Source: an optimization exercise on an open RTL-to-GDS flow (aim: small area, a short achievable clock period and few clock cycles). Production flows keep margins and buffers that such runs may drop.
In this exercise RTL edits were held to simulation tests only and were not proved equivalent to the original.
Power is estimated from default activity; no workload was simulated.

### design/flow/design.v
module p18240_core (
  input  logic        clock,
  input  logic        reset_L,
  output logic [15:0] mem_addr,
  output logic [15:0] mem_wdata,
  output logic        mem_re,
  output logic        mem_we,
  input  logic [15:0] mem_rdata,
  output logic        halted);
  function automatic logic [16:0] add16(input logic [15:0] a, input logic [15:0] b,
                                        input logic ci);
    logic [16:0] g, p, gn, pn;
    g[0] = ci;
    p[0] = 1'b0;
    for (int i = 0; i < 16; i++) begin
      g[i+1] = a[i] & b[i];
      p[i+1] = a[i] ^ b[i];
    end
    for (int d = 1; d < 17; d = d * 2) begin
      gn = g;
      pn = p;
      for (int j = d; j < 17; j++) begin
        gn[j] = g[j] | (p[j] & g[j-d]);
        pn[j] = p[j] & p[j-d];
      end
      g = gn;
      p = pn;
    end
    for (int i = 0; i < 16; i++)
      add16[i] = a[i] ^ b[i] ^ g[i];
    add16[16] = g[16];
  endfunction
  logic        st_f, st_fw, st_e1, st_e2;    
  logic        halt_q;
  logic [15:0] pc, pc_n, sp, sp_n, t, t_n;
  logic [3:0]  cc;                           
  logic [2:0]  off;                          
  logic        tog, tog_n;                   
  logic [2:0]  k, k_n;                       
  logic        pend, pend_n;                 
  logic        swreq, aligned, swap, rbk;
  logic        fetch, taken;
  typedef struct packed {
    logic [7:0] a, b;        
    logic one;               
    logic br;                
    logic imm;               
    logic spimm;             
    logic addsp, ldr, str, push, pop, rtn, rtnw, jsr, jsrw, stop, ldsp;
    logic to_fw;             
    logic to_e2;             
    logic e2rd;              
    logic e2we;              
    logic wd_ra;             
    logic bra, brz, brc, brn, brv, brw;
    logic wr_a;              
    logic wr_t;              
    logic cc_e1, cc_fw;      
    logic xinv, yen, yinv, cin;
    logic r_sum, r_and, r_or, r_xor, r_sl, r_rol, r_sr, r_ashr, r_movb, r_sp, r_t;
    logic c_add, c_sub, c_inc, c_dec;  
  } ctrl_t;
  ctrl_t c, dec;
  always_comb begin
    logic [9:0] o;
    o = mem_rdata[15:6];
    dec = '0;
    dec.a[{mem_rdata[5] ^ tog_n, mem_rdata[4:3]}] = 1'b1;
    dec.b[{mem_rdata[2] ^ tog_n, mem_rdata[1:0]}] = 1'b1;
    case (o)
      10'h010: begin dec.imm = 1; dec.to_e2 = 1; dec.e2rd = 1;                  
                     dec.wr_t = 1; dec.cc_fw = 1; dec.r_t = 1; end
      10'h018: begin dec.imm = 1; dec.to_e2 = 1; dec.e2we = 1; end              
      10'h020: begin dec.ldr = 1; dec.to_fw = 1;                                
                     dec.wr_t = 1; dec.cc_fw = 1; dec.r_t = 1; end
      10'h028: begin dec.str = 1; end                                           
      10'h030: begin dec.imm = 1; dec.to_fw = 1;                                
                     dec.wr_t = 1; dec.cc_fw = 1; dec.r_t = 1; end
      10'h038: begin dec.one = 1; dec.wr_a = 1; dec.cc_e1 = 1; dec.yen = 1;     
                     dec.r_sum = 1; dec.c_add = 1; end
      10'h03C: begin dec.addsp = 1; end                                         
      10'h040: begin dec.one = 1; dec.wr_a = 1; dec.cc_e1 = 1; dec.yen = 1;     
                     dec.yinv = 1; dec.cin = 1; dec.r_sum = 1; dec.c_sub = 1; end
      10'h048: begin dec.one = 1; dec.wr_a = 1; dec.xinv = 1; dec.cin = 1;      
                     dec.r_sum = 1; end
      10'h050: begin dec.one = 1; dec.wr_a = 1; dec.cc_e1 = 1; dec.cin = 1;     
                     dec.r_sum = 1; dec.c_inc = 1; end
      10'h058: begin dec.one = 1; dec.wr_a = 1; dec.cc_e1 = 1; dec.yinv = 1;    
                     dec.r_sum = 1; dec.c_dec = 1; end
      10'h060: begin dec.one = 1; dec.wr_a = 1; dec.cc_e1 = 1; dec.xinv = 1;    
                     dec.r_sum = 1; end
      10'h068: begin dec.one = 1; dec.wr_a = 1; dec.cc_e1 = 1; dec.r_and = 1; end  
      10'h070: begin dec.one = 1; dec.wr_a = 1; dec.cc_e1 = 1; dec.r_or = 1; end   
      10'h078: begin dec.one = 1; dec.wr_a = 1; dec.cc_e1 = 1; dec.r_xor = 1; end  
      10'h080: begin dec.one = 1; dec.wr_a = 1; dec.cc_e1 = 1; dec.r_sl = 1; end   
      10'h088: begin dec.one = 1; dec.wr_a = 1; dec.cc_e1 = 1; dec.r_sl = 1;       
                     dec.r_rol = 1; end
      10'h090: begin dec.one = 1; dec.wr_a = 1; dec.cc_e1 = 1; dec.r_sr = 1; end   
      10'h098: begin dec.one = 1; dec.wr_a = 1; dec.cc_e1 = 1; dec.r_sr = 1;       
                     dec.r_ashr = 1; end
      10'h0A0: begin dec.one = 1; dec.br = 1; dec.bra = 1; end
      10'h0A8: begin dec.one = 1; dec.br = 1; dec.brz = 1; end
      10'h0B0: begin dec.one = 1; dec.br = 1; dec.brn = 1; end
      10'h0B8: begin dec.one = 1; dec.br = 1; dec.brv = 1; end
      10'h120: begin dec.one = 1; dec.br = 1; dec.brc = 1; end
      10'h0C6: begin dec.one = 1; dec.br = 1; dec.brw = 1; end
      10'h0C0: begin dec.stop = 1; end
      10'h0C4: begin dec.jsr = 1; dec.jsrw = 1; dec.to_e2 = 1; end              
      10'h0C5: begin dec.rtn = 1; dec.rtnw = 1; end                             
      10'h0C8: begin dec.push = 1; dec.wd_ra = 1; end                           
      10'h0D0: begin dec.pop = 1; dec.to_fw = 1; dec.wr_t = 1; dec.r_t = 1; end  
      10'h0D8: begin dec.jsr = 1; dec.to_e2 = 1; end                            
      10'h0E0: begin dec.rtn = 1; end                                           
      10'h0E8: begin dec.one = 1; dec.wr_a = 1; dec.r_movb = 1; end             
      10'h0F0: begin dec.one = 1; dec.ldsp = 1; end                             
      10'h0F8: begin dec.one = 1; dec.wr_a = 1; dec.r_sp = 1; end               
      10'h100: begin dec.spimm = 1; dec.to_e2 = 1; dec.e2rd = 1;                
                     dec.wr_t = 1; dec.r_t = 1; end
      10'h108: begin dec.spimm = 1; dec.to_e2 = 1; dec.e2we = 1;                
                     dec.wd_ra = 1; end
      10'h110: begin dec.imm = 1; dec.to_fw = 1; dec.cc_fw = 1; dec.yen = 1;    
                     dec.yinv = 1; dec.cin = 1; dec.r_sum = 1; dec.c_sub = 1; end
      10'h118: begin dec.one = 1; dec.cc_e1 = 1; dec.yen = 1; dec.yinv = 1;     
                     dec.cin = 1; dec.r_sum = 1; dec.c_sub = 1; end
      default: begin dec.one = 1; end                                           
    endcase
  end
  always_ff @(posedge clock)
    if (fetch) c <= dec;
  logic [15:0] w [0:7];                      
  logic [7:0]  wv;
  logic [63:0] sg [0:5];                     
  logic [3:0]  sv [0:5];
  logic [15:0] ra, rb, res;
  logic [7:0]  asel, bsel;
  logic        rf_we;
  assign asel = c.a & wv;
  assign bsel = c.b & wv;
  always_comb begin
    ra = 16'h0000;
    rb = 16'h0000;
    for (int i = 0; i < 8; i++) begin
      ra = ra | (w[i] & {16{asel[i]}});
      rb = rb | (w[i] & {16{bsel[i]}});
    end
  end
  assign swreq   = pend | (st_e1 & (c.jsrw | c.rtnw));
  assign aligned = c.jsrw ? (k == 3'd0) : (k == 3'd1);
  assign swap    = swreq & aligned;
  assign rbk     = c.jsrw ? tog : ~tog;      
  assign tog_n   = tog ^ swap;
  assign pend_n  = swreq & ~swap;
  always_comb
    if (swap)           k_n = c.jsrw ? 3'd0 : 3'd5;
    else if (k == 3'd0) k_n = 3'd5;
    else                k_n = k - 3'd1;
  always_ff @(posedge clock) begin
    for (int i = 0; i < 5; i++) sg[i] <= sg[i+1];
    sg[5] <= swap ? {w[{rbk, 2'd3}], w[{rbk, 2'd2}], w[{rbk, 2'd1}], w[{rbk, 2'd0}]} : sg[0];
    for (int i = 0; i < 8; i++) begin
      if (swap && rbk == i[2])
        w[i] <= sg[0][16*i[1:0] +: 16];
      else if (rf_we && c.a[i])
        w[i] <= res;
    end
  end
  always_ff @(posedge clock or negedge reset_L)
    if (~reset_L) begin
      for (int i = 0; i < 6; i++) sv[i] <= 4'h0;
      wv <= 8'h00;
    end else begin
      for (int i = 0; i < 5; i++) sv[i] <= sv[i+1];
      sv[5] <= swap ? wv[{rbk, 2'b00} +: 4] : sv[0];
      for (int i = 0; i < 8; i++) begin
        if (swap && rbk == i[2])
          wv[i] <= sv[0][i[1:0]];
        else if (rf_we && c.a[i])
          wv[i] <= 1'b1;
      end
    end
  logic [15:0] x, y, ysrc, sum, lres;
  logic        cout, zsum, zres, alu_c, alu_v;
  assign ysrc = st_fw ? t : rb;              
  assign x = ra ^ {16{c.xinv}};
  assign y = (ysrc & {16{c.yen}}) ^ {16{c.yinv}};
  assign {cout, sum} = add16(x, y, c.cin);
  always_comb begin
    zsum = ((x[0] ^ y[0]) == c.cin);
    for (int i = 1; i < 16; i++)
      zsum = zsum & ((x[i] ^ y[i]) == (x[i-1] | y[i-1]));
  end
  always_comb begin
    lres = ({16{c.r_and}}  & (ra & rb))
         | ({16{c.r_or}}   & (ra | rb))
         | ({16{c.r_xor}}  & (ra ^ rb))
         | ({16{c.r_sl}}   & {ra[14:0], c.r_rol & ra[15]})
         | ({16{c.r_sr}}   & {c.r_ashr & ra[15], ra[15:1]})
         | ({16{c.r_movb}} & rb)
         | ({16{c.r_sp}}   & sp)
         | ({16{c.r_t}}    & t);
  end
  assign res  = c.r_sum ? sum : lres;
  assign zres = c.r_sum ? zsum : (lres == 16'h0000);
  always_comb begin
    alu_c = (c.c_add & cout) | (c.c_inc & cout) | (c.c_dec & ~cout) |
            (c.c_sub & (~cout | zsum)) |
            (c.r_sl & ra[15]) | (c.r_sr & ra[0]);
    alu_v = ((c.c_add | c.c_sub) & (x[15] == y[15]) & (sum[15] != x[15])) |
            (c.c_inc & ra[15] & ~sum[15]) |
            (c.c_dec & ~ra[15] & sum[15]);
  end
  logic [15:0] pc_inc, pc_inc2, sp_inc, sp_dec, sp_imm;
  assign pc_inc  = pc + 16'd1;
  assign pc_inc2 = pc + 16'd2;
  assign sp_inc  = sp + 16'd1;
  assign sp_dec  = sp - 16'd1;
  assign sp_imm  = add16(sp, mem_rdata, 1'b0);
  assign taken = c.bra | (c.brz & cc[3]) | (c.brc & cc[2]) | (c.brn & cc[1]) |
                 (c.brv & cc[0]) | (c.brw & off[2] & off[1]);
  logic btaken, skip;
  assign btaken = c.br & taken;
  assign skip   = st_e1 & c.br;              
  assign fetch  = st_fw | (st_f & (~pend | aligned)) | (st_e1 & c.one & ~btaken);
  assign mem_we = (st_e1 & (c.str | c.push | c.jsr)) | (st_e2 & c.e2we);
  assign mem_re = ~mem_we & ~(st_e1 & c.stop) & ~(st_f & pend & ~aligned);
  always_comb begin
    mem_addr = ({16{st_f | st_fw | (st_e1 & (c.one & ~c.br | c.imm | c.spimm | c.addsp | btaken))
                    | (st_e2 & c.jsr)}} & pc)
             | ({16{st_e1 & c.br & ~taken}}        & pc_inc)
             | ({16{st_e1 & c.str}}                & ra)
             | ({16{st_e1 & c.ldr}}                & rb)
             | ({16{st_e1 & (c.pop | c.rtn)}}      & sp)
             | ({16{st_e1 & (c.push | c.jsr)}}     & sp_dec)
             | ({16{st_e2 & ~c.jsr}}               & t);
    mem_wdata = c.wd_ra ? ra : (c.jsr ? pc_inc : rb);
  end
  assign rf_we = (st_e1 & c.wr_a) | (st_fw & c.wr_t);
  always_comb begin
    if (fetch)
      pc_n = skip ? pc_inc2 : pc_inc;
    else if (st_e1 & (c.imm | c.spimm | c.addsp))
      pc_n = pc_inc;
    else if ((st_e1 & (c.rtn | btaken)) | (st_e2 & c.jsr))
      pc_n = mem_rdata;
    else
      pc_n = pc;
    if (st_e1 & c.addsp)               sp_n = sp_imm;
    else if (st_e1 & (c.pop | c.rtn))  sp_n = sp_inc;
    else if (st_e1 & (c.push | c.jsr)) sp_n = sp_dec;
    else if (st_e1 & c.ldsp)           sp_n = ra;
    else                               sp_n = sp;
    if (st_e1 & c.spimm)               t_n = sp_imm;
    else if ((st_e1 & (c.imm | c.ldr | c.pop)) | (st_e2 & c.e2rd))
                                       t_n = mem_rdata;
    else                               t_n = t;
  end
  assign halted = halt_q;
  always_ff @(posedge clock or negedge reset_L)
    if (~reset_L) begin
      st_f   <= 1'b1;
      st_fw  <= 1'b0;
      st_e1  <= 1'b0;
      st_e2  <= 1'b0;
      halt_q <= 1'b0;
      pc     <= 16'h0000;
      sp     <= 16'h0000;
      cc     <= 4'h0;
      off    <= 3'd0;
      tog    <= 1'b0;
      k      <= 3'd0;
      pend   <= 1'b0;
    end else begin
      st_e1  <= fetch | (st_e1 & c.stop);
      st_fw  <= (st_e1 & c.to_fw) | (st_e2 & c.e2rd);
      st_e2  <= st_e1 & c.to_e2;
      st_f   <= (st_e1 & (c.addsp | c.str | c.push | c.rtn | btaken)) |
                (st_e2 & ~c.e2rd) | (st_f & ~fetch);
      halt_q <= halt_q | (st_e1 & c.stop);
      pc     <= pc_n;
      sp     <= sp_n;
      if ((st_e1 & c.cc_e1) | (st_fw & c.cc_fw))
        cc   <= {zres, alu_c, res[15], alu_v};
      if (st_e1 & c.jsrw) off <= off + 3'd1;
      if (st_e1 & c.rtnw) off <= off - 3'd1;
      tog    <= tog_n;
      k      <= k_n;
      pend   <= pend_n;
    end
  always_ff @(posedge clock)
    t <= t_n;
endmodule
### design/flow/run.sh
#!/bin/bash
# synth_recipe.tcl (not shown) runs the flow's synth.tcl, then flattens the netlist and writes it again
# the make line also repeats each setting of config.mk as NAME=value (left out here)
make -C /OpenROAD-flow-scripts/flow DESIGN_CONFIG=/design/flow/config.mk WORK_HOME=/design/flow/orfs CLKGATE_MAP_FILE= SYNTH_SCRIPT=/design/flow/synth_recipe.tcl finish
### design/flow/config.mk
export PLATFORM = sky130hd
export DESIGN_NAME = p18240_core
export DESIGN_NICKNAME = p18240_core
export VERILOG_FILES = /design/flow/design.v
export SDC_FILE = /design/flow/constraint.sdc
export NUM_CORES = 4
export LEC_CHECK = 0
export ABC_CLOCK_PERIOD_IN_PS = 4000
export CAP_MARGIN = 20
export CORE_MARGIN = 2
export CORE_UTILIZATION = 40
export PLACE_DENSITY = 0.6
export SETUP_SLACK_MARGIN = 5
export SLEW_MARGIN = 20
### design/flow/constraint.sdc
create_clock -name core_clock -period 10.0 [get_ports {clock}]
set_input_delay 2.0000 -clock core_clock [delete_from_list [all_inputs] [get_ports {clock}]]
set_output_delay 2.0000 -clock core_clock [all_outputs]
set_load 0.01 [all_outputs]
==> results of run 1 <==
state kept, by name (all words and copies together) (netlist names), 3 cells and up:
register	flops
c	64
cc	4
k	3
off	3
pc	16
sg	384
sp	16
sv	24
t	16
w	128
wv	8
logic make-up (layout without fill, tap and decap cells):
family,after synthesis,in the layout,share of synthesized area [%]
buffers and inverters,299,463,3.99
AND/OR/NAND/NOR,877,877,14.3
flip-flops,673,673,54.6
AO/OA/AOI/OAI,691,692,16.2
multiplexers,98,98,3.41
adder cells (fa/ha/maj),94,94,4.10
other,0,2,0
XOR/XNOR,115,115,3.44
final timing paths:
path	from	endpoint	slack, ns	depth (start not counted)
max reg2reg	wv[6]$_DFFE_PN0P_	w[3][10]$_DFFE_PP_	5.17	18
min	sg[1][27]$_DFF_P_	sg[0][27]$_DFF_P_	0.32	0
min reg2reg	sg[1][27]$_DFF_P_	sg[0][27]$_DFF_P_	0.32	0
min in group asynchronous	reset_L	halt_q$_DFF_PN0_	1.37	1
max	wv[7]$_DFFE_PN0P_	mem_addr[12]	4.87	9
max in group asynchronous	reset_L	wv[5]$_DFFE_PN0P_	7.42	2
through the flow:
stage	hold WS [ns]	util, %	instances	setup WS, ns	instance area [um2]
2_1_floorplan	0.310	-	2847	5.77	29200
3_3_place_gp	0.310	42.0	3702	4.15	30500
3_5_place_dp	0.312	42.0	3704	4.06	30600
4_1_cts	0.313	47.4	3959	4.83	34500
5_1_grt	0.309	47.8	3971	4.80	34800
6_report	0.315	47.8	3973	4.87	34800
Yosys cell counts (80+ instances only):
| library cell | instances |
|---|---|
| dfxtp_1 | 384 |
| ha_1 | 91 |
| mux2i_1 | 85 |
| o21a_1 | 91 |
| nand2_1 | 292 |
| nor2_1 | 160 |
| nand3_1 | 168 |
| clkbuf_1 | 166 |
| edfxtp_1 | 208 |
| dfrtp_1 | 80 |
| o21ai_0 | 172 |
| inv_1 | 97 |
| a21oi_1 | 104 |
routing by layer:
layer | routed length [um] | vias to the layer above | part of all wire, % | GRT usage [%]
met2 | 43600 | 1386 | 40 | 39.4
met3 | 12300 | 302 | 11 | 7.04
met5 | 9 | - | 0.0084 | 0
met1 | 47000 | 11700 | 44 | 41.6
met4 | 4820 | 2 | 4.5 | 11.5
li1 | - | 10500 | - | -
timing repair:
item                       4_1_cts  5_1_grt
setup buffers                  117       10
cloned                           6        0
hold endpoints to repair         0        0
gates resized for setup        216       56
setup endpoints to repair      124       58
pin swaps                       36       23
cell type report:
cell class                 instances  share of cell area (%)
tap                              959                    3.45
clock buffer                     101                    6.21
multi-input combinational       1876                    36.2
clock inverter                    31                   0.738
timing repair buffer             231                    6.19
inverter                         100                    1.12
sequential                       673                    46.0
antenna                            2                  0.0144
power breakdown:
part | total (mW) | switching [mW] | leakage [nW] | internal (mW)
combinational | 0.0870 | 0.0583 | 6.96 | 0.0287
sequential | 2.80 | 0 | 5.86 | 2.80
clock | 2.66 | 1.13 | 1.20 | 1.54
total | 5.55 | 1.19 | 14.0 | 4.37
==> impl_metrics.csv, run 1 <==
group,metric,value,unit
setup_path,critPathKind,"flop to output pin",
clock_network,cts_tree,"yes",
logic_synthesis,ys_ff_latch,673,
final_layout,layout-area-overhead-vs-synth,18.9,%
clock_network,clk_latency,0.63,ns
logic_synthesis,synthArstFlopShare,12.0,%
flow_run,maxCapViolCount,0,
setup_path,path_max_fanout,3,
final_layout,nets,3065,
placed_design,port_buffers,52,
logic_synthesis,syn_area,29200,um2
sta,timing.final.crit_share,51.3,%
sta,slew_viol_final,0,
setup_path,crit_chain,"buf_12, and2_4, a22o_1, or4_4, a222oi_1, o221ai_1, a21oi_1, o21ai_1, buf_2",
sta,hold_viol_final,0,
sta,setup_viol,0,
power_and_ir_drop,p_leak,14.0,nW
logic_synthesis,yosysWarnings,4,
outcome,status,"no timing/DRC/antenna violations",
routing,drtIter0Drc,3390,
logic_synthesis,synth-main-ff-cell,"dfxtp_1",
setup_path,cpPeakStageDelay,0.60,ns
worst_hold_path,hp-class,"flop to flop",
logic_synthesis,synth_edf_count,208,
die,initial_core_util,40.2,%
clock_network,clock_sinks,673,
die,die_w,274,um
clock_network,cts_htree_levels,3,
grt,grt_first_pass_wirelength,156,mm
clock_network,cts_made_buffers,71,
sta,finalClockSkew,0.0287,ns
power_and_ir_drop,p_per_area,160,nW/um2
clock_network,cts.path.max_buffers,3,
clock_network,holdBufCountCts,0,
logic_synthesis,ys_top_cells_by_area,"dfxtp_1 26%, edfxtp_1 21%, dfrtp_1 6.8%",
routing,detail_route.vias_per_cell,6.01,
logic_synthesis,synth_cells,2847,
sta,worst_pin_slew,1.09,ns
setup_path,path_buf_inv,2,
setup_path,cp.required,8.00,ns
logic_synthesis,synthDistinctLibCells,90,
routing,drc,0,
die,die_h,274,um
power_and_ir_drop,ir_drop,0.150,mV
setup_path,crit_family,"compound AO/OA/AOI/OAI gates",
die,rows,99,
final_layout,final_common_cell,"dfxtp_1",
final_layout,multi_input_area,12600,um2
routing,vias,23900,
setup_path,crit_path_top_delay_cell,"or4_4",
clock_network,root_buffer,"clkbuf_16",
grt,grt_start_max_net_pins,81,
sta,relSlewSlack,27.2,%
grt,grt_antenna_before_repair,7,
grt,grt.total_usage,28.3,%
final_layout,fillCellCount,6657,
logic_synthesis,yosysTopAreaCell,"dfxtp_1",
routing,wl_per_cell,27.1,um
placed_design,place.gp.congestion,0.999,
setup_path,crit_path_start_kind,"flop",
sta,clock.fmax,195,MHz
die,core_area,72700,um2
grt,grt_pass1_vias,22800,
grt,grt_overflow,0,
setup_path,cp-end-kind,"output pin",
final_layout,regArea,16000,um2
logic_synthesis,syn_nets,2959,
final_layout,drive_gt1_share,16.3,%
logic_synthesis,synth_top_area_share,26.3,%
logic_synthesis,syn-mean-instance-area,10.3,um2
placed_design,place_hpwl,73.4,mm
setup_path,critPathArrivalTime,3.13,ns
routing,firstDrtPassIters,7,
logic_synthesis,yosysSeqAreaShare,54.6,%
power_and_ir_drop,finalPower,5.55,mW
sta,rsz0062_at_grt,"true",
clock_network,path_clk_slew,0.06,ns
die,die-area,75300,um2
routing,wl,108,mm
die,io_pins,53,
sta,setup_tns,0,ns
routing,drt.antenna.violating_nets,0,
sta,layout_min_cycle_time,5.13,ns
final_layout,layout_common_cells,"384 x dfxtp_1, 285 x nand2_1, 208 x edfxtp_1",
Testbench counts, summed over its fixed seeds: cycles 26,823.
==> run 2, diff against run 1 <==
--- a/design/flow/design.v
+++ b/design/flow/design.v
@@ -57,7 +57,7 @@
     logic wr_t;              
     logic cc_e1, cc_fw;      
     logic xinv, yen, yinv, cin;
-    logic r_sum, r_and, r_or, r_xor, r_sl, r_rol, r_sr, r_ashr, r_movb, r_sp, r_t;
+    logic r_sum, r_and, r_or, r_xor, r_sl, r_rol, r_sr, r_ashr, r_movb, r_sp;
     logic c_add, c_sub, c_inc, c_dec;  
   } ctrl_t;
   ctrl_t c, dec;
@@ -69,13 +69,13 @@
     dec.b[{mem_rdata[2] ^ tog_n, mem_rdata[1:0]}] = 1'b1;
     case (o)
       10'h010: begin dec.imm = 1; dec.to_e2 = 1; dec.e2rd = 1;                  
-                     dec.wr_t = 1; dec.cc_fw = 1; dec.r_t = 1; end
+                     dec.wr_t = 1; dec.cc_fw = 1; dec.r_movb = 1; end
       10'h018: begin dec.imm = 1; dec.to_e2 = 1; dec.e2we = 1; end              
       10'h020: begin dec.ldr = 1; dec.to_fw = 1;                                
-                     dec.wr_t = 1; dec.cc_fw = 1; dec.r_t = 1; end
+                     dec.wr_t = 1; dec.cc_fw = 1; dec.r_movb = 1; end
       10'h028: begin dec.str = 1; end                                           
       10'h030: begin dec.imm = 1; dec.to_fw = 1;                                
-                     dec.wr_t = 1; dec.cc_fw = 1; dec.r_t = 1; end
+                     dec.wr_t = 1; dec.cc_fw = 1; dec.r_movb = 1; end
       10'h038: begin dec.one = 1; dec.wr_a = 1; dec.cc_e1 = 1; dec.yen = 1;     
                      dec.r_sum = 1; dec.c_add = 1; end
       10'h03C: begin dec.addsp = 1; end                                         
@@ -108,14 +108,14 @@
       10'h0C4: begin dec.jsr = 1; dec.jsrw = 1; dec.to_e2 = 1; end              
       10'h0C5: begin dec.rtn = 1; dec.rtnw = 1; end                             
       10'h0C8: begin dec.push = 1; dec.wd_ra = 1; end                           
-      10'h0D0: begin dec.pop = 1; dec.to_fw = 1; dec.wr_t = 1; dec.r_t = 1; end  
+      10'h0D0: begin dec.pop = 1; dec.to_fw = 1; dec.wr_t = 1; dec.r_movb = 1; end  
       10'h0D8: begin dec.jsr = 1; dec.to_e2 = 1; end                            
       10'h0E0: begin dec.rtn = 1; end                                           
       10'h0E8: begin dec.one = 1; dec.wr_a = 1; dec.r_movb = 1; end             
       10'h0F0: begin dec.one = 1; dec.ldsp = 1; end                             
       10'h0F8: begin dec.one = 1; dec.wr_a = 1; dec.r_sp = 1; end               
       10'h100: begin dec.spimm = 1; dec.to_e2 = 1; dec.e2rd = 1;                
-                     dec.wr_t = 1; dec.r_t = 1; end
+                     dec.wr_t = 1; dec.r_movb = 1; end
       10'h108: begin dec.spimm = 1; dec.to_e2 = 1; dec.e2we = 1;                
                      dec.wd_ra = 1; end
       10'h110: begin dec.imm = 1; dec.to_fw = 1; dec.cc_fw = 1; dec.yen = 1;    
@@ -135,10 +135,10 @@
   logic [7:0]  asel, bsel;
   logic        rf_we;
   assign asel = c.a & wv;
-  assign bsel = c.b & wv;
+  assign bsel = c.b & wv & {8{~st_fw}};
   always_comb begin
     ra = 16'h0000;
-    rb = 16'h0000;
+    rb = t & {16{st_fw}};
     for (int i = 0; i < 8; i++) begin
       ra = ra | (w[i] & {16{asel[i]}});
       rb = rb | (w[i] & {16{bsel[i]}});
@@ -178,11 +178,10 @@
           wv[i] <= 1'b1;
       end
     end
-  logic [15:0] x, y, ysrc, sum, lres;
+  logic [15:0] x, y, sum, lres;
   logic        cout, zsum, zres, alu_c, alu_v;
-  assign ysrc = st_fw ? t : rb;              
   assign x = ra ^ {16{c.xinv}};
-  assign y = (ysrc & {16{c.yen}}) ^ {16{c.yinv}};
+  assign y = (rb & {16{c.yen}}) ^ {16{c.yinv}};
   assign {cout, sum} = add16(x, y, c.cin);
   always_comb begin
     zsum = ((x[0] ^ y[0]) == c.cin);
@@ -196,8 +195,7 @@
          | ({16{c.r_sl}}   & {ra[14:0], c.r_rol & ra[15]})
          | ({16{c.r_sr}}   & {c.r_ashr & ra[15], ra[15:1]})
          | ({16{c.r_movb}} & rb)
-         | ({16{c.r_sp}}   & sp)
-         | ({16{c.r_t}}    & t);
+         | ({16{c.r_sp}}   & sp);
   end
   assign res  = c.r_sum ? sum : lres;
   assign zres = c.r_sum ? zsum : (lres == 16'h0000);
--- a/design/flow/config.mk
+++ b/design/flow/config.mk
@@ -9,6 +9,8 @@
 export CAP_MARGIN = 20
 export CORE_MARGIN = 2
 export CORE_UTILIZATION = 40
+export CTS_BUF_LIST = sky130_fd_sc_hd__clkbuf_8
+export CTS_CLUSTER_SIZE = 24
 export PLACE_DENSITY = 0.6
 export SETUP_SLACK_MARGIN = 5
 export SLEW_MARGIN = 20
==> impl_metrics.csv, run 2 <==
group,metric,value,unit
power_and_ir_drop,power_frac_comb,1.7,%
final_layout,fillCellCount,6557,
routing,drtIter0Drc,3289,
sta,hold-worst-slack,0.288,ns
setup_path,cp-end-kind,"output pin",
grt,grt_first_pass_wirelength,150,mm
sta,clock.fmax,187,MHz
worst_hold_path,hp-class,"flop to flop",
logic_synthesis,syn-mean-instance-area,10.7,um2
logic_synthesis,synth_cells,2698,
sta,hold_viol_final,0,
placed_design,place.gp.congestion,0.969,
sta,setup_viol,0,
final_layout,multi_input_area,12400,um2
logic_synthesis,synth_edf_count,208,
power_and_ir_drop,p_seq_share,52.2,%
power_and_ir_drop,p_per_area,155,nW/um2
final_layout,nets,3018,
die,initial_core_util,40.3,%
logic_synthesis,ys_top_cells_by_area,"dfxtp_1 27%, edfxtp_1 22%, dfrtp_1 7.0%",
routing,drc,0,
setup_path,cp.required,8.00,ns
sta,finalClockSkew,0.0668,ns
power_and_ir_drop,switching_share,22.0,%
clock_network,root_buffer,"clkbuf_8",
die,die_w,272,um
die,io_pins,53,
placed_design,dp_cells,3553,
routing,drt.antenna.violating_nets,0,
power_and_ir_drop,internal-power,4.20,mW
logic_synthesis,yosysTopAreaCell,"dfxtp_1",
die,die_h,272,um
final_layout,stdcell_count,3949,
power_and_ir_drop,clkPwrFrac,46.1,%
clock_network,cts_made_buffers,106,
outcome,status,"no timing/DRC/antenna violations",
logic_synthesis,synthArstFlopShare,12.0,%
logic_synthesis,syn_area,28700,um2
grt,grt.total_usage,27.5,%
placed_design,place_hpwl,67.2,mm
setup_path,crit_path_start_kind,"flop",
logic_synthesis,yosysMostFrequentCell,"dfxtp_1",
logic_synthesis,synthDistinctLibCells,84,
routing,firstDrtPassIters,9,
final_layout,regArea,16000,um2
sta,slew_viol_final,0,
power_and_ir_drop,ir_drop,0.143,mV
clock_network,cts.path.max_buffers,3,
logic_synthesis,ys_ff_latch,673,
final_layout,layout-area-overhead-vs-synth,21.1,%
clock_network,cts_htree_levels,3,
clock_network,clock_sinks,673,
grt,grt_start_max_net_pins,90,
die,rows,98,
power_and_ir_drop,p_switching,1.18,mW
routing,wl_per_cell,26.4,um
logic_synthesis,synth-main-ff-cell,"dfxtp_1",
setup_path,critPathArrivalTime,3.34,ns
sta,timing.final.crit_share,53.4,%
clock_network,clk_latency,0.78,ns
sta,rsz0062_at_grt,"true",
clock_network,path_clk_slew,0.06,ns
logic_synthesis,synthTopCellsByCount,"384 x dfxtp_1, 352 x nand2_1, 208 x edfxtp_1",
grt,grt_overflow,0,
setup_path,critPathKind,"flop to output pin",
power_and_ir_drop,p_leak,14.8,nW
setup_path,path_max_fanout,10,
final_layout,layout_common_cells,"384 x dfxtp_1, 341 x nand2_1, 208 x edfxtp_1",
routing,detail_route.vias_per_cell,5.93,
final_layout,largest-register,"sg",
logic_synthesis,syn_nets,2810,
placed_design,port_buffers,52,
sta,setup_tns,0,ns
grt,grt_pass1_vias,22500,
power_and_ir_drop,finalPower,5.38,mW
sta,relSlewSlack,21.8,%
logic_synthesis,yosysSeqAreaShare,55.5,%
die,die-area,74000,um2
final_layout,largest_reg_flops,384,
routing,wl,104,mm
die,core_area,71400,um2
final_layout,final_common_cell,"dfxtp_1",
sta,layout_min_cycle_time,5.34,ns
sta,worst_pin_slew,1.17,ns
logic_synthesis,synth_top_area_share,26.7,%
final_layout,largest_registers,"sg x384, w x128, c x64",
clock_network,cts_tree,"yes",
logic_synthesis,yosysWarnings,4,
grt,grt_antenna_before_repair,7,
final_layout,drive_gt1_share,20.9,%
routing,vias,23400,
flow_run,maxCapViolCount,0,
run 2: layout make-up:
type	instances	share of cell area [%]
flip-flops and latches	673	46.0
multi-input cells	1754	35.8
repair buffers	277	6.98
clock buffers	132	5.22
well taps	950	3.42
clock inverters	68	1.45
inverters	94	1.19
diodes	1	0.00719
run 2: cell families after synthesis:
| group | count (synthesis) | synth area share [%] |
|---|---|---|
| xor+xnor | 122 | 3.72 |
| fa+ha+maj | 95 | 4.21 |
| mux | 87 | 3.10 |
| flops | 673 | 55.5 |
| simple gates | 719 | 11.6 |
| compound gates | 725 | 17.8 |
| buf+inv | 277 | 4.01 |
run 2: final timing paths:
path                                      end  cells past startpoint  slack, ns              start
hold reg to reg             sg[4][49]$_DFF_P_                      0       0.29  sg[5][49]$_DFF_P_
max in group asynchronous   wv[6]$_DFFE_PN0P_                      2       7.90            reset_L
setup / recovery                 mem_addr[14]                      8       4.66    c[56]$_DFFE_PN_
setup reg to reg           w[0][14]$_DFFE_PP_                     19       5.06    c[57]$_DFFE_PN_
min in group asynchronous   pc[8]$_DFFE_PN0P_                      1       1.08            reset_L
hold / removal              sg[4][49]$_DFF_P_                      0       0.29  sg[5][49]$_DFF_P_
run 2: power by group through the flow:
stage | logic (mW) | clock network, mW | registers [mW]
floorplan | 0.0484 | 0 | 2.86
global route | 0.0998 | 2.66 | 2.80
CTS | 0.0895 | 2.53 | 2.80
global placement | 0.0847 | 0 | 2.86
detailed placement | 0.0863 | 0 | 2.86
finish | 0.0915 | 2.48 | 2.81
run 2: metrics by stage:
| step | utilization (%) | cell area (um2) | worst slack, ns |
|---|---|---|---|
| final | 48.7 | 34800 | 4.66 |
| after global routing | 48.7 | 34800 | 4.61 |
| after detailed placement | 42.0 | 29900 | 4.28 |
| after global placement | 42.0 | 29900 | 4.35 |
| after CTS | 47.8 | 34100 | 4.67 |
| after floorplan | - | 28700 | 5.24 |
run 2: routing by layer:
layer | wire length [um] | share of wire (%) | global-route usage [%] | vias up
met3 | 11300 | 11 | 7.05 | 365
met1 | 43600 | 42 | 38.0 | 11400
met5 | 27 | 0.026 | 0 | -
li1 | - | - | - | 10200
met2 | 43000 | 41 | 39.3 | 1475
met4 | 6300 | 6.0 | 15.1 | 4
run 2: critical path: stages, from the launching register on:
cell      delay [ns]
edfxtp_1        0.38
and2_4          0.18
buf_12          0.13
buf_12          0.14
a22o_1          0.23
or4_4           0.53
a222oi_1        0.56
o211ai_1        0.20
buf_2           0.18
run 2: timing repair:
item | 4_1_cts | 5_1_grt
pin swaps | 74 | 65
hold buffers | 0 | 0
cloned | 8 | 1
gates resized for setup | 283 | 97
endpoints found under the setup margin | 119 | 73
setup buffers | 138 | 48
Testbench counts of run 2, summed over its fixed seeds: cycles 26,823.
==> run 3, diff against run 2 <==
--- a/design/flow/config.mk
+++ b/design/flow/config.mk
@@ -9,8 +9,6 @@
 export CAP_MARGIN = 20
 export CORE_MARGIN = 2
 export CORE_UTILIZATION = 40
-export CTS_BUF_LIST = sky130_fd_sc_hd__clkbuf_8
-export CTS_CLUSTER_SIZE = 24
 export PLACE_DENSITY = 0.6
 export SETUP_SLACK_MARGIN = 5
 export SLEW_MARGIN = 20
==> impl_metrics.csv, run 3 <==
group,metric,value,unit
setup_path,critPathArrivalTime,3.16,ns
sta,slew_viol_final,0,
placed_design,place_hpwl,67.2,mm
grt,grt_first_pass_wirelength,146,mm
power_and_ir_drop,finalPower,5.61,mW
logic_synthesis,synth_top_family_by_area,"compound AO/OA/AOI/OAI gates",
logic_synthesis,syn_area,28700,um2
final_layout,largest_reg_flops,384,
sta,setup_viol,0,
setup_path,cp-end-kind,"output pin",
logic_synthesis,synth_top_area_share,26.7,%
clock_network,holdBufCountCts,0,
logic_synthesis,synth_compound_area_share,17.8,%
routing,drc,0,
setup_path,cp.required,8.00,ns
logic_synthesis,synth_mux_area_share,3.10,%
final_layout,fin_util,48.0,%
sta,timing.final.crit_share,51.6,%
clock_network,cts.path.max_buffers,3,
routing,wl_per_cell,26.5,um
final_layout,largest-register,"sg",
routing,wl,101,mm
clock_network,cts_made_buffers,71,
setup_path,critPathKind,"flop to output pin",
clock_network,clk_latency,0.63,ns
flow_run,maxCapViolCount,0,
power_and_ir_drop,p_leak,14.4,nW
logic_synthesis,synthDistinctLibCells,84,
logic_synthesis,syn-mean-instance-area,10.7,um2
setup_path,path_max_fanout,6,
routing,drtIter0Drc,2862,
setup_path,critPathLaunch,"c[57]$_DFFE_PN_",
clock_network,root_buffer,"clkbuf_16",
final_layout,drive_gt1_share,16.8,%
logic_synthesis,synthTopCellsByCount,"384 x dfxtp_1, 352 x nand2_1, 208 x edfxtp_1",
final_layout,antenna_cells,0,
logic_synthesis,yosysSeqAreaShare,55.5,%
sta,clock.fmax,194,MHz
logic_synthesis,synthXorXnorAreaFrac,3.72,%
routing,drt.antenna.violating_nets,0,
placed_design,place.gp.congestion,0.969,
worst_hold_path,hp-class,"flop to flop",
setup_path,rr_endpoint,"w[5][12]$_DFFE_PP_",
logic_synthesis,synth-adder-area-share,4.21,%
power_and_ir_drop,ir_drop,0.174,mV
setup_path,crit_end,"mem_addr[14]",
final_layout,layout-area-overhead-vs-synth,19.2,%
sta,layout_min_cycle_time,5.16,ns
clock_network,cts_tree,"yes",
die,io_pins,53,
final_layout,final_common_cell,"dfxtp_1",
grt,grt_pass1_vias,21700,
logic_synthesis,yosys.area_share.simple,11.6,%
power_and_ir_drop,p_per_area,164,nW/um2
routing,firstDrtPassIters,8,
clock_network,clock_sinks,673,
die,die-area,74000,um2
clock_network,cts_htree_levels,3,
grt,grt_start_max_net_pins,90,
sta,setup_tns,0,ns
sta,relSlewSlack,19.0,%
final_layout,largest_registers,"sg x384, w x128, c x64",
final_layout,nets,2932,
routing,vias,22600,
setup_path,r2r_cells,19,
logic_synthesis,synthArstFlopShare,12.0,%
grt,grt_antenna_before_repair,5,
logic_synthesis,yosysTopAreaCell,"dfxtp_1",
setup_path,crit_path_start_kind,"flop",
logic_synthesis,syn_nets,2810,
die,die_w,272,um
placed_design,dpl_cell_area,29900,um2
logic_synthesis,ys_top_cells_by_area,"dfxtp_1 27%, edfxtp_1 22%, dfrtp_1 7.0%",
clock_network,path_clk_slew,0.06,ns
final_layout,stdcell_count,3827,
sta,worst_pin_slew,1.21,ns
grt,grt.total_usage,26.6,%
die,rows,98,
sta,hold_viol_final,0,
routing,detail_route.vias_per_cell,5.90,
outcome,status,"no timing/DRC/antenna violations",
logic_synthesis,synth_cells,2698,
die,initial_core_util,40.3,%
setup_path,rr_startpoint,"st_fw$_DFF_PN0_",
die,core_area,71400,um2
final_layout,layout_common_cells,"384 x dfxtp_1, 341 x nand2_1, 208 x edfxtp_1",
grt,grt_overflow,0,
sta,finalClockSkew,0.0359,ns
sta,rsz0062_at_grt,"true",
logic_synthesis,yosysMostFrequentCell,"dfxtp_1",
placed_design,port_buffers,52,
final_layout,final_cell_area,34300,um2
placed_design,dp_cells,3553,
die,die_h,272,um
logic_synthesis,yosysWarnings,4,
logic_synthesis,ys_ff_latch,673,
logic_synthesis,synth-main-ff-cell,"dfxtp_1",
setup_path,r2r_slack,5.08,ns
logic_synthesis,synth_edf_count,208,
## run 3: cell counts after synthesis
No cell type changed its count.
## run 3: worst min path at each step
stage	start	endpoint	slack, ns	cells past startpoint
floorplan	sg[1][0]$_DFF_P_	sg[0][0]$_DFF_P_	0.31	0
global placement	sg[2][6]$_DFF_P_	sg[1][6]$_DFF_P_	0.31	0
detailed placement	sg[1][53]$_DFF_P_	sg[0][53]$_DFF_P_	0.31	0
CTS	sg[4][17]$_DFF_P_	sg[3][17]$_DFF_P_	0.31	0
global route	sg[4][17]$_DFF_P_	sg[3][17]$_DFF_P_	0.31	0
finish	sg[4][17]$_DFF_P_	sg[3][17]$_DFF_P_	0.30	0
## run 3: metal layers
layer | wire length (um) | vias to the layer above | GRT usage, %
met2 | 42700 | 1289 | 38.7
met5 | 28 | - | 0
met1 | 43500 | 11000 | 37.4
met4 | 5130 | 4 | 13.1
li1 | - | 10000 | -
met3 | 10000 | 285 | 5.84
## run 3: logic make-up (layout without fill, tap and decap cells)
group	count (synthesis)	count (layout)
compound gates	725	725
flops	673	673
xor+xnor	122	122
mux	87	87
buf+inv	277	451
fa+ha+maj	95	95
simple gates	719	724
## run 3: stage by stage
stage | worst slack [ns] | hold WS [ns]
after floorplan | 5.24 | 0.310
after global placement | 4.35 | 0.310
after detailed placement | 4.28 | 0.312
after CTS | 4.81 | 0.306
after global routing | 4.70 | 0.312
final | 4.84 | 0.303
## run 3: layout make-up
cell class              count  area [um2]
clock buffers              90        2010
repair buffers            227        2000
flip-flops and latches    673       16000
well taps                 950        1190
clock inverters            40         463
fillers                  6546       37100
multi-input cells        1753       12200
inverters                  94         407
## run 3: power by group
group / total [mW] / internal [mW] / switching, mW / leakage, nW
Combinational: 0.0917 / 0.0314 / 0.0602 / 7.36
Clock: 2.71 / 1.56 / 1.15 / 1.20
Sequential: 2.80 / 2.80 / 0.000529 / 5.85
Total: 5.61 / 4.40 / 1.21 / 14.4
## run 3: critical path, stage by stage (launching register included)
cell	delay (ns)
edfxtp_1	0.44
buf_6	0.16
and2_4	0.18
a22o_1	0.24
or4_4	0.63
a222oi_1	0.54
o211ai_1	0.19
buf_2	0.18
## run 3: repair_timing
| item | CTS | global route |
|---|---|---|
| cloned | 5 | 4 |
| endpoints found under the setup margin | 117 | 70 |
| pin swaps | 49 | 36 |
| gates resized for setup | 208 | 71 |
| setup buffers | 92 | 43 |
==> run 4, diff against run 3 <==
--- a/design/flow/design.v
+++ b/design/flow/design.v
@@ -134,8 +134,28 @@
   logic [15:0] ra, rb, res;
   logic [7:0]  asel, bsel;
   logic        rf_we;
-  assign asel = c.a & wv;
-  assign bsel = c.b & wv & {8{~st_fw}};
+  logic [7:0] wv_n, asel_n, bsel_n;
+  always_comb begin
+    for (int i = 0; i < 8; i++) begin
+      if (swap && rbk == i[2])
+        wv_n[i] = sv[0][i[1:0]];
+      else if (rf_we && c.a[i])
+        wv_n[i] = 1'b1;
+      else
+        wv_n[i] = wv[i];
+    end
+    if (fetch) begin
+      asel_n = dec.a & wv_n;
+      bsel_n = dec.b & wv_n;
+    end else begin
+      asel_n = asel;
+      bsel_n = (st_e1 & c.to_fw) | (st_e2 & c.e2rd) ? 8'h00 : bsel;
+    end
+  end
+  always_ff @(posedge clock) begin
+    asel <= asel_n;
+    bsel <= bsel_n;
+  end
   always_comb begin
     ra = 16'h0000;
     rb = t & {16{st_fw}};
@@ -171,12 +191,7 @@
     end else begin
       for (int i = 0; i < 5; i++) sv[i] <= sv[i+1];
       sv[5] <= swap ? wv[{rbk, 2'b00} +: 4] : sv[0];
-      for (int i = 0; i < 8; i++) begin
-        if (swap && rbk == i[2])
-          wv[i] <= sv[0][i[1:0]];
-        else if (rf_we && c.a[i])
-          wv[i] <= 1'b1;
-      end
+      wv <= wv_n;
     end
   logic [15:0] x, y, sum, lres;
   logic        cout, zsum, zres, alu_c, alu_v;
--- a/design/flow/config.mk
+++ b/design/flow/config.mk
@@ -5,6 +5,7 @@
 export SDC_FILE = /design/flow/constraint.sdc
 export NUM_CORES = 4
 export LEC_CHECK = 0
+export ABC_AREA = 1
 export ABC_CLOCK_PERIOD_IN_PS = 4000
 export CAP_MARGIN = 20
 export CORE_MARGIN = 2
==> impl_metrics.csv, run 4 <==
group,metric,value,unit
routing,wl_per_cell,20.7,um
logic_synthesis,synth_top_area_share,25.6,%
worst_hold_path,hp-class,"flop to flop",
final_layout,antenna_cells,0,
sta,clock.fmax,203,MHz
logic_synthesis,synth_compound_area_share,9.35,%
logic_synthesis,synthArstFlopShare,11.9,%
sta,finalClockSkew,0.0312,ns
final_layout,regArea,16200,um2
final_layout,fillCellCount,7213,
routing,firstDrtPassIters,8,
clock_network,root_buffer,"clkbuf_16",
clock_network,path_clk_slew,0.06,ns
sta,relSlewSlack,30.6,%
logic_synthesis,syn-mean-instance-area,8.40,um2
die,io_pins,53,
die,rows,100,
worst_hold_path,whs_path_depth,0,
outcome,status,"no timing/DRC/antenna violations",
routing,drt.antenna.violating_nets,0,
sta,timing.final.crit_share,49.3,%
logic_synthesis,yosysTopAreaCell,"dfxtp_1",
placed_design,port_buffers,52,
final_layout,layout-area-overhead-vs-synth,17.2,%
grt,grt_first_pass_wirelength,146,mm
sta,setup_viol,0,
clock_network,holdBufCountCts,0,
clock_network,cts.path.max_buffers,3,
sta,layout_min_cycle_time,4.93,ns
power_and_ir_drop,p_per_area,162,nW/um2
logic_synthesis,synth-adder-area-share,3.99,%
logic_synthesis,yosysMostFrequentCell,"nand2_1",
power_and_ir_drop,ir_drop,0.110,mV
grt,grt_overflow,0,
die,die_h,278,um
setup_path,cp-end-kind,"output pin",
setup_path,crit_path_start_kind,"flop",
setup_path,path_max_fanout,12,
die,die_w,278,um
logic_synthesis,synth-main-ff-cell,"dfxtp_1",
routing,vias,25100,
final_layout,largest-register,"sg",
logic_synthesis,ys_top_cells_by_area,"dfxtp_1 26%, edfxtp_1 22%, nand2_1 15%",
grt,grt_pass1_vias,23600,
logic_synthesis,synthXorXnorAreaFrac,2.54,%
power_and_ir_drop,p_leak,15.9,nW
die,initial_core_util,40.4,%
logic_synthesis,synth_mux_area_share,0,%
routing,drtIter0Drc,3046,
clock_network,cts_tree,"yes",
placed_design,place.gp.congestion,0.991,
logic_synthesis,yosys.area_share.simple,23.9,%
logic_synthesis,synth_cells,3571,
sta,hold_viol_final,0,
sta,fin_ws,5.07,ns
grt,grt_antenna_before_repair,2,
die,core_area,74300,um2
logic_synthesis,yosysSeqAreaShare,54.0,%
final_layout,drive_gt1_share,9.89,%
logic_synthesis,syn_nets,3683,
placed_design,dp_slack,4.54,ns
setup_path,r2r_slack,5.91,ns
logic_synthesis,synth_edf_count,216,
setup_path,critPathArrivalTime,2.93,ns
clock_network,cts_made_buffers,72,
logic_synthesis,synth_top_family_by_area,"simple AND/OR/NAND/NOR gates",
final_layout,multi_input_area,12500,um2
placed_design,place_hpwl,69.5,mm
final_layout,largest_registers,"sg x384, w x128, c x56",
routing,detail_route.vias_per_cell,5.36,
sta,setup_tns,0,ns
final_layout,final_common_cell,"nand2_1",
clock_network,cts_htree_levels,3,
logic_synthesis,synthTopCellsByCount,"1188 x nand2_1, 384 x dfxtp_1, 328 x inv_1",
logic_synthesis,yosysWarnings,4,
final_layout,largest_reg_flops,384,
grt,grt.total_usage,24.9,%
sta,slew_viol_final,0,
setup_path,r2r_cells,18,
grt,grt_start_max_net_pins,58,
sta,rsz0062_at_grt,"true",
sta,worst_pin_slew,1.04,ns
routing,drc,0,
die,die-area,77200,um2
clock_network,clk_latency,0.62,ns
flow_run,maxCapViolCount,0,
logic_synthesis,ys_ff_latch,681,
final_layout,layout_common_cells,"1175 x nand2_1, 384 x dfxtp_1, 309 x inv_1",
clock_network,clock_sinks,681,
setup_path,cp.required,8.00,ns
routing,wl,97.0,mm
final_layout,nets,3774,
setup_path,critPathKind,"flop to output pin",
logic_synthesis,syn_area,30000,um2
logic_synthesis,synthDistinctLibCells,60,
-- run 4: changes by cell type after synthesis, moves of 61 or more --
| cell | change |
|---|---|
| a22oi_1 | -61 |
| a21o_1 | -86 |
| nor2_1 | +149 |
| mux2i_1 | -80 |
| o21ai_0 | +62 |
| nand2_1 | +836 |
| inv_1 | +239 |
| nand3_1 | +143 |
-- run 4: cell families (layout without fill, tap and decap cells) --
family	count (synthesis)	after routing
AO/OA/AOI/OAI	480	481
XOR/XNOR	85	85
adder cells (fa/ha/maj)	94	94
buffers and inverters	477	626
flip-flops	681	681
AND/OR/NAND/NOR	1754	1754
-- run 4: report_power, final --
group,switching (mW),internal (mW),leakage [nW]
Clock,1.10,1.66,1.24
Sequential,0,2.84,5.92
Combinational,0.0595,0.0254,8.79
Total,1.16,4.52,15.9
-- run 4: layer usage --
layer,GRT usage (%),up-vias,wire (um)
met5,0,-,36
met4,9.27,4,3690
met3,4.33,237,8650
met2,38.3,1276,42300
met1,35.0,11800,42300
li1,-,11800,-
-- run 4: worst paths after layout --
| check | startpoint | end |
|---|---|---|
| worst min-delay path | sg[2][18]$_DFF_P_ | sg[1][18]$_DFF_P_ |
| worst max-delay path | st_e1$_DFF_PN0_ | mem_addr[1] |
| min in group asynchronous | reset_L | off[2]$_DFFE_PN0P_ |
| max in group asynchronous | reset_L | pc[6]$_DFFE_PN0P_ |
| worst max register to register | bsel[0]$_SDFFCE_PP0P_ | w[4][14]$_DFFE_PP_ |
| worst min register to register | sg[2][18]$_DFF_P_ | sg[1][18]$_DFF_P_ |
-- run 4: metrics by stage --
step | hold WS (ns) | power (mW) | utilization (%) | std cells | cell area, um2
floorplan | 0.310 | 2.94 | - | 3571 | 30000
global placement | 0.310 | 2.98 | 42.3 | 4478 | 31400
detailed placement | 0.312 | 2.98 | 42.3 | 4478 | 31400
CTS | 0.318 | 5.74 | 46.8 | 4668 | 34800
global route | 0.314 | 5.87 | 47.3 | 4690 | 35200
finish | 0.319 | 5.69 | 47.3 | 4690 | 35200
-- run 4: final cells by class --
| type | instances | share of cell area (%) |
|---|---|---|
| Multi-Input combinational cell | 2414 | 35.4 |
| Clock inverter | 25 | 0.626 |
| Sequential cell | 681 | 46.1 |
| Timing Repair Buffer | 150 | 4.11 |
| Inverter | 341 | 3.73 |
| Timing Repair inverter | 2 | 0.0284 |
| Clock buffer | 108 | 6.54 |
| Tap cell | 969 | 3.45 |
-- run 4: timing repair --
| item | in CTS | in global routing |
|---|---|---|
| gates cloned | 2 | 1 |
| setup endpoints to repair | 32 | 25 |
| setup buffers | 55 | 20 |
| gates resized for setup | 86 | 55 |
| pin swaps | 6 | 11 |
-- run 4: critical path: stages (launching register included) --
cell and delay, ns:
dfrtp_4 0.54, nand2_1 0.44, inv_1 0.28, a22oi_1 0.26
o2111ai_1 0.23, clkdlybuf4s50_1 0.57
Testbench counts of run 4, summed over its fixed seeds: cycles 26,823.
==> run 5, diff against run 4 <==
--- a/design/flow/config.mk
+++ b/design/flow/config.mk
@@ -5,7 +5,6 @@
 export SDC_FILE = /design/flow/constraint.sdc
 export NUM_CORES = 4
 export LEC_CHECK = 0
-export ABC_AREA = 1
 export ABC_CLOCK_PERIOD_IN_PS = 4000
 export CAP_MARGIN = 20
 export CORE_MARGIN = 2
==> impl_metrics.csv, run 5 <==
group,metric,value,unit
sta,slew_viol_final,0,
outcome,status,"no timing/DRC/antenna violations",
setup_path,path_max_fanout,7,
grt,grt_overflow,0,
worst_hold_path,whs_path_depth,0,
final_layout,layout_common_cells,"384 x dfxtp_1, 364 x nand2_1, 216 x edfxtp_1",
logic_synthesis,syn-mean-instance-area,10.4,um2
setup_path,r2r_cells,17,
final_layout,regArea,16200,um2
sta,worst_pin_slew,1.11,ns
logic_synthesis,syn_area,28900,um2
routing,vias,23100,
clock_network,cts_tree,"yes",
logic_synthesis,syn_nets,2896,
final_layout,nets,2990,
setup_path,cp.required,8.00,ns
die,rows,98,
die,core_area,71500,um2
logic_synthesis,yosysWarnings,4,
clock_network,holdBufCountCts,0,
final_layout,largest-register,"sg",
setup_path,critPathKind,"flop to output pin",
power_and_ir_drop,power_frac_comb,1.5,%
setup_path,cp-end-kind,"output pin",
worst_hold_path,hp-class,"flop to flop",
final_layout,fin_util,47.7,%
sta,clock.fmax,198,MHz
sta,relSlewSlack,25.9,%
routing,wl_per_cell,25.4,um
placed_design,place_hpwl,67.5,mm
clock_network,clock_sinks,681,
power_and_ir_drop,internal-power,4.46,mW
sta,setup_viol,0,
logic_synthesis,synthTopCellsByCount,"384 x dfxtp_1, 368 x nand2_1, 216 x edfxtp_1",
sta,finalClockSkew,0.0416,ns
final_layout,layout-area-overhead-vs-synth,18.2,%
sta,rsz0062_at_grt,"true",
logic_synthesis,yosysMostFrequentCell,"dfxtp_1",
clock_network,root_buffer,"clkbuf_16",
power_and_ir_drop,clkPwrFrac,48.7,%
grt,grt_pass1_vias,22000,
grt,grt_antenna_before_repair,4,
final_layout,multi_input_area,12000,um2
logic_synthesis,yosysTopAreaCell,"dfxtp_1",
grt,grt_first_pass_wirelength,145,mm
sta,hold-worst-slack,0.290,ns
grt,grt_start_max_net_pins,101,
logic_synthesis,synthDistinctLibCells,78,
final_layout,largest_reg_flops,384,
routing,drt.antenna.violating_nets,0,
sta,hold_viol_final,0,
logic_synthesis,yosysSeqAreaShare,56.1,%
setup_path,critPathArrivalTime,3.04,ns
die,initial_core_util,40.4,%
power_and_ir_drop,p_leak,13.9,nW
flow_run,maxCapViolCount,0,
sta,layout_min_cycle_time,5.04,ns
power_and_ir_drop,p_per_area,167,nW/um2
clock_network,cts.path.max_buffers,3,
placed_design,dpl_cell_area,30300,um2
power_and_ir_drop,ir_drop,0.163,mV
final_layout,drive_gt1_share,13.6,%
clock_network,clk_latency,0.65,ns
power_and_ir_drop,p_switching,1.24,mW
clock_network,cts_htree_levels,3,
routing,detail_route.vias_per_cell,5.94,
clock_network,path_clk_slew,0.06,ns
die,io_pins,53,
final_layout,final_cell_area,34100,um2
die,die_w,273,um
grt,grt.total_usage,26.1,%
setup_path,crit_path_start_kind,"flop",
final_layout,largest_registers,"sg x384, w x128, c x56",
logic_synthesis,ys_top_cells_by_area,"dfxtp_1 27%, edfxtp_1 22%, dfrtp_1 6.9%",
logic_synthesis,synth_edf_count,216,
routing,drtIter0Drc,2968,
die,die_h,273,um
logic_synthesis,synthArstFlopShare,11.9,%
logic_synthesis,synth_top_area_share,26.6,%
routing,firstDrtPassIters,9,
die,die-area,74300,um2
power_and_ir_drop,switching_share,21.7,%
final_layout,fillCellCount,6497,
logic_synthesis,synth_cells,2784,
clock_network,cts_made_buffers,71,
placed_design,place.gp.congestion,0.937,
routing,drc,0,
routing,wl,98.8,mm
sta,setup_tns,0,ns
power_and_ir_drop,p_seq_share,49.8,%
placed_design,port_buffers,52,
final_layout,final_common_cell,"dfxtp_1",
sta,timing.final.crit_share,50.4,%
logic_synthesis,synth-main-ff-cell,"dfxtp_1",
logic_synthesis,ys_ff_latch,681,
## run 5: cell count changes after synthesis, moves of 46 or more
cell,delta
nand2_1,-820
inv_1,-235
nand3_1,-116
a22oi_1,+106
nor2_1,-86
clkbuf_1,+83
mux2i_1,+76
o21a_1,+71
o211ai_1,-47
o21ai_0,-46
## run 5: cell families (layout without fill, tap and decap cells)
logic type	after synthesis	in the layout	synth area share, %
simple gates	826	826	12.9
flops	681	681	56.1
buf+inv	278	430	3.63
compound gates	703	703	16.6
fa+ha+maj	94	94	4.15
other cells	0	1	0
xor+xnor	117	117	3.58
mux	85	85	2.99
## run 5: layout make-up
class | count | share of cell area, %
diodes | 1 | 0.00734
well taps | 950 | 3.49
repair buffers | 205 | 5.36
multi-input cells | 1825 | 35.2
inverters | 94 | 1.04
clock inverters | 32 | 1.28
clock buffers | 99 | 6.06
flip-flops and latches | 681 | 47.6
## run 5: power groups by stage
stage | logic, mW | registers, mW | clock network, mW
floorplan | 0.0463 | 2.90 | 0
global placement | 0.0809 | 2.90 | 0
detailed placement | 0.0822 | 2.90 | 0
CTS | 0.0825 | 2.84 | 2.82
global route | 0.0918 | 2.84 | 2.94
finish | 0.0834 | 2.84 | 2.78
## run 5: worst paths after layout
check	start	to	slack [ns]
min in group asynchronous	reset_L	cc[2]$_DFFE_PN0P_	1.22
max in group asynchronous	reset_L	pc[3]$_DFFE_PN0P_	7.40
max reg2reg	bsel[0]$_SDFFCE_PP0P_	cc[2]$_DFFE_PN0P_	5.24
min	sg[4][41]$_DFF_P_	sg[3][41]$_DFF_P_	0.29
max	asel[7]$_DFFE_PN_	mem_addr[11]	4.96
min reg2reg	sg[4][41]$_DFF_P_	sg[3][41]$_DFF_P_	0.29
## run 5: per-stage QoR
stage / setup WS (ns) / power, mW / std cells
3_5_place_dp: 4.65 / 2.98 / 3650
6_report: 4.96 / 5.70 / 3887
3_3_place_gp: 4.65 / 2.98 / 3648
5_1_grt: 4.91 / 5.87 / 3886
4_1_cts: 4.77 / 5.74 / 3860
2_1_floorplan: 5.83 / 2.95 / 2784
## run 5: layer usage
| layer | track usage [%] | up-vias | wire [um] |
|---|---|---|---|
| met2 | 40.1 | 1330 | 43600 |
| met5 | 0 | - | 39 |
| met4 | 11.6 | 6 | 4590 |
| met3 | 5.79 | 299 | 9020 |
| met1 | 35.2 | 11300 | 41600 |
| li1 | - | 10200 | - |
## run 5: critical path: stages, from the launching register on
cell            delay (ns)
edfxtp_1              0.43
buf_4                 0.19
clkbuf_16             0.16
a22oi_1               0.17
nand4_1               0.11
buf_4                 0.18
a222oi_1              0.31
nand2_1               0.09
nor2_1                0.33
o311ai_0              0.22
dlymetal6s2s_1        0.21
## run 5: timing repair
item,in CTS,in global routing
setup buffers,79,25
setup endpoints to repair,51,31
gates resized for setup,98,66
pin swaps,32,30
gates cloned,0,1
==> run 6, diff against run 5 <==
--- a/design/flow/config.mk
+++ b/design/flow/config.mk
@@ -9,6 +9,8 @@
 export CAP_MARGIN = 20
 export CORE_MARGIN = 2
 export CORE_UTILIZATION = 40
+export CTS_CLUSTER_DIAMETER = 60
+export CTS_CLUSTER_SIZE = 30
 export PLACE_DENSITY = 0.6
 export SETUP_SLACK_MARGIN = 5
 export SLEW_MARGIN = 20
==> impl_metrics.csv, run 6 <==
group,metric,value,unit
sta,fin_ws,4.89,ns
clock_network,clk_latency,0.64,ns
grt,grt_antenna_before_repair,7,
die,rows,98,
sta,worst_pin_slew,1.08,ns
logic_synthesis,synth_top_area_share,26.6,%
setup_path,critPathKind,"flop to output pin",
grt,grt_start_max_net_pins,101,
sta,setup_tns,0,ns
placed_design,dp_slack,4.65,ns
final_layout,multi_input_area,12000,um2
logic_synthesis,synthTopCellsByCount,"384 x dfxtp_1, 368 x nand2_1, 216 x edfxtp_1",
sta,clock.fmax,196,MHz
sta,hold-worst-slack,0.319,ns
clock_network,holdBufCountCts,0,
die,die_w,273,um
clock_network,root_buffer,"clkbuf_16",
setup_path,critPathArrivalTime,3.11,ns
die,core_area,71500,um2
final_layout,nets,2969,
final_layout,regArea,16200,um2
sta,rsz0062_at_grt,"true",
routing,firstDrtPassIters,10,
setup_path,cp-end-kind,"output pin",
sta,layout_min_cycle_time,5.11,ns
routing,drt.antenna.violating_nets,0,
logic_synthesis,syn_area,28900,um2
routing,wl,98.0,mm
sta,hold_viol_final,0,
final_layout,final_common_cell,"dfxtp_1",
routing,drc,0,
placed_design,port_buffers,52,
logic_synthesis,yosysSeqAreaShare,56.1,%
grt,grt.total_usage,25.9,%
logic_synthesis,synthArstFlopShare,11.9,%
clock_network,cts_made_buffers,46,
logic_synthesis,synth-main-ff-cell,"dfxtp_1",
placed_design,dpl_cell_area,30300,um2
placed_design,place_hpwl,67.5,mm
final_layout,drive_gt1_share,13.1,%
clock_network,cts.path.max_buffers,3,
power_and_ir_drop,p_per_area,154,nW/um2
clock_network,cts_htree_levels,2,
sta,setup_viol,0,
routing,detail_route.vias_per_cell,5.93,
die,initial_core_util,40.4,%
final_layout,largest-register,"sg",
logic_synthesis,yosysWarnings,4,
sta,relSlewSlack,27.8,%
final_layout,final_cell_area,33400,um2
logic_synthesis,synthDistinctLibCells,78,
clock_network,cts_tree,"yes",
final_layout,largest_reg_flops,384,
routing,vias,22900,
worst_hold_path,hp-class,"flop to flop",
grt,grt_overflow,0,
flow_run,maxCapViolCount,0,
setup_path,crit_path_start_kind,"flop",
power_and_ir_drop,ir_drop,0.186,mV
clock_network,clock_sinks,681,
routing,wl_per_cell,25.4,um
final_layout,largest_registers,"sg x384, w x128, c x56",
grt,grt_first_pass_wirelength,144,mm
sta,finalClockSkew,0.0370,ns
logic_synthesis,yosysMostFrequentCell,"dfxtp_1",
final_layout,layout-area-overhead-vs-synth,15.9,%
logic_synthesis,syn-mean-instance-area,10.4,um2
outcome,status,"no timing/DRC/antenna violations",
die,die_h,273,um
grt,grt_pass1_vias,21900,
setup_path,path_max_fanout,5,
clock_network,path_clk_slew,0.11,ns
logic_synthesis,synth_edf_count,216,
logic_synthesis,synth_cells,2784,
logic_synthesis,yosysTopAreaCell,"dfxtp_1",
final_layout,fillCellCount,6560,
routing,drtIter0Drc,2718,
sta,slew_viol_final,0,
sta,timing.final.crit_share,51.1,%
placed_design,place.gp.congestion,0.937,
logic_synthesis,ys_ff_latch,681,
die,io_pins,53,
logic_synthesis,syn_nets,2896,
logic_synthesis,ys_top_cells_by_area,"dfxtp_1 27%, edfxtp_1 22%, dfrtp_1 6.9%",
die,die-area,74300,um2
setup_path,cp.required,8.00,ns
power_and_ir_drop,p_leak,13.6,nW
final_layout,layout_common_cells,"384 x dfxtp_1, 363 x nand2_1, 216 x edfxtp_1",
## run 6: cell counts after synthesis
Identical to the previous run, type by type.
## run 6: report_power, final
group | internal, mW | total (mW) | leakage (nW) | switching [mW]
Combinational | 0.0292 | 0.0835 | 6.74 | 0.0543
Clock | 1.09 | 2.23 | 0.872 | 1.14
Sequential | 2.84 | 2.84 | 5.98 | 0
Total | 3.95 | 5.15 | 13.6 | 1.19
## run 6: final cells by class
class                      count  area share [%]
sequential                   681            48.5
multi-input combinational   1826            36.0
timing repair buffer         208            5.36
clock buffer                  52            3.79
tap                          950            3.55
clock inverter                34            1.66
inverter                      94            1.06
antenna                        8          0.0599
## run 6: kinds of logic after synthesis
logic type,synth area share [%]
and+or+nand+nor,12.9
muxes,2.99
DFF,56.1
buffers and inverters,3.63
adders and majority gates,4.15
AOI/OAI and AO/OA,16.6
xor gates and xnor gates,3.58
## run 6: layer usage
metal | wire length (um) | GRT usage (%) | share of wire, % | vias to the layer above
met5 | 42 | 0 | 0.043 | -
met4 | 4760 | 11.5 | 4.9 | 6
met3 | 8930 | 5.97 | 9.1 | 274
met2 | 43400 | 40.1 | 44 | 1324
met1 | 40800 | 34.5 | 42 | 11100
li1 | - | - | - | 10200
## run 6: what timing repair did
action | in CTS | in global routing
buffers inserted | 82 | 26
setup endpoints to repair | 60 | 43
pin swaps | 30 | 27
resized for setup | 112 | 65
gates cloned | 1 | 0
## run 6: worst paths after layout
path                                            start                 to  slack, ns  cells after the start
worst min-delay path                sg[5][13]$_DFF_P_  sg[4][13]$_DFF_P_       0.32                      0
max in group asynchronous                     reset_L  pc[3]$_DFFE_PN0P_       7.39                      2
worst max register to register  bsel[0]$_SDFFCE_PP0P_  cc[2]$_DFFE_PN0P_       5.20                     17
worst max-delay path                asel[3]$_DFFE_PN_       mem_addr[13]       4.89                      9
worst min register to register      sg[5][13]$_DFF_P_  sg[4][13]$_DFF_P_       0.32                      0
min in group asynchronous                     reset_L    st_e2$_DFF_PN0_       1.22                      1
## run 6: worst max-delay path, stage by stage, from the launching register on
cell and delay, ns:
edfxtp_1 0.51, buf_6 0.19, a22oi_1 0.20, nand4_1 0.16, buf_6 0.17, a222oi_1 0.61, nand2_1 0.16, a21oi_2 0.16
o221ai_2 0.12, buf_2 0.18
## run 6: stage by stage
step / total power [mW] / instances / utilization, %
after detailed placement: 2.98 / 3650 / 42.4
after floorplan: 2.95 / 2784 / -
after global placement: 2.98 / 3648 / 42.3
final: 5.15 / 3853 / 46.8
after global routing: 5.30 / 3845 / 46.8
after CTS: 5.19 / 3819 / 46.3

==> what the ideal ports hide <==
In the flow no input, the clock included, has a driving cell. The finished layouts below were timed again as built, in two steps.
Step 1 (the two cells are an assumption about what drives the block):
set clk [get_ports {clock}]
set_driving_cell -lib_cell sky130_fd_sc_hd__clkbuf_16 $clk
set_driving_cell -lib_cell sky130_fd_sc_hd__buf_2 [delete_from_list [all_inputs] $clk]
Step 2 times the ports against the registers' clock, not the clock port: input delays grow and output delays shrink by t, the midpoint of the rising clock arrivals with the driver on.
Slacks: ideal ports / drivers / drivers and shift; pairs: ideal ports / drivers.
run	t (ns)	slack for setup (ns)	latest minus earliest clock arrival (ns)	cell pins on the clock port's net
run 1	0.678	4.869 / 4.803 / 4.606	0.037 / 0.037	1
run 2	0.807	4.661 / 4.598 / 4.691	0.071 / 0.071	1
run 3	0.679	4.835 / 4.770 / 4.668	0.038 / 0.038	1
run 4	0.665	5.069 / 5.005 / 5.084	0.033 / 0.033	1
run 5	0.692	4.958 / 4.891 / 4.552	0.045 / 0.044	1
run 6	0.690	4.890 / 4.825 / 4.552	0.039 / 0.039	1
After both steps setup and hold are still met in every run listed. For run 5, which loses most, drivers alone change the setup slack by -0.067 ns; drivers and shift together by -0.406 ns.
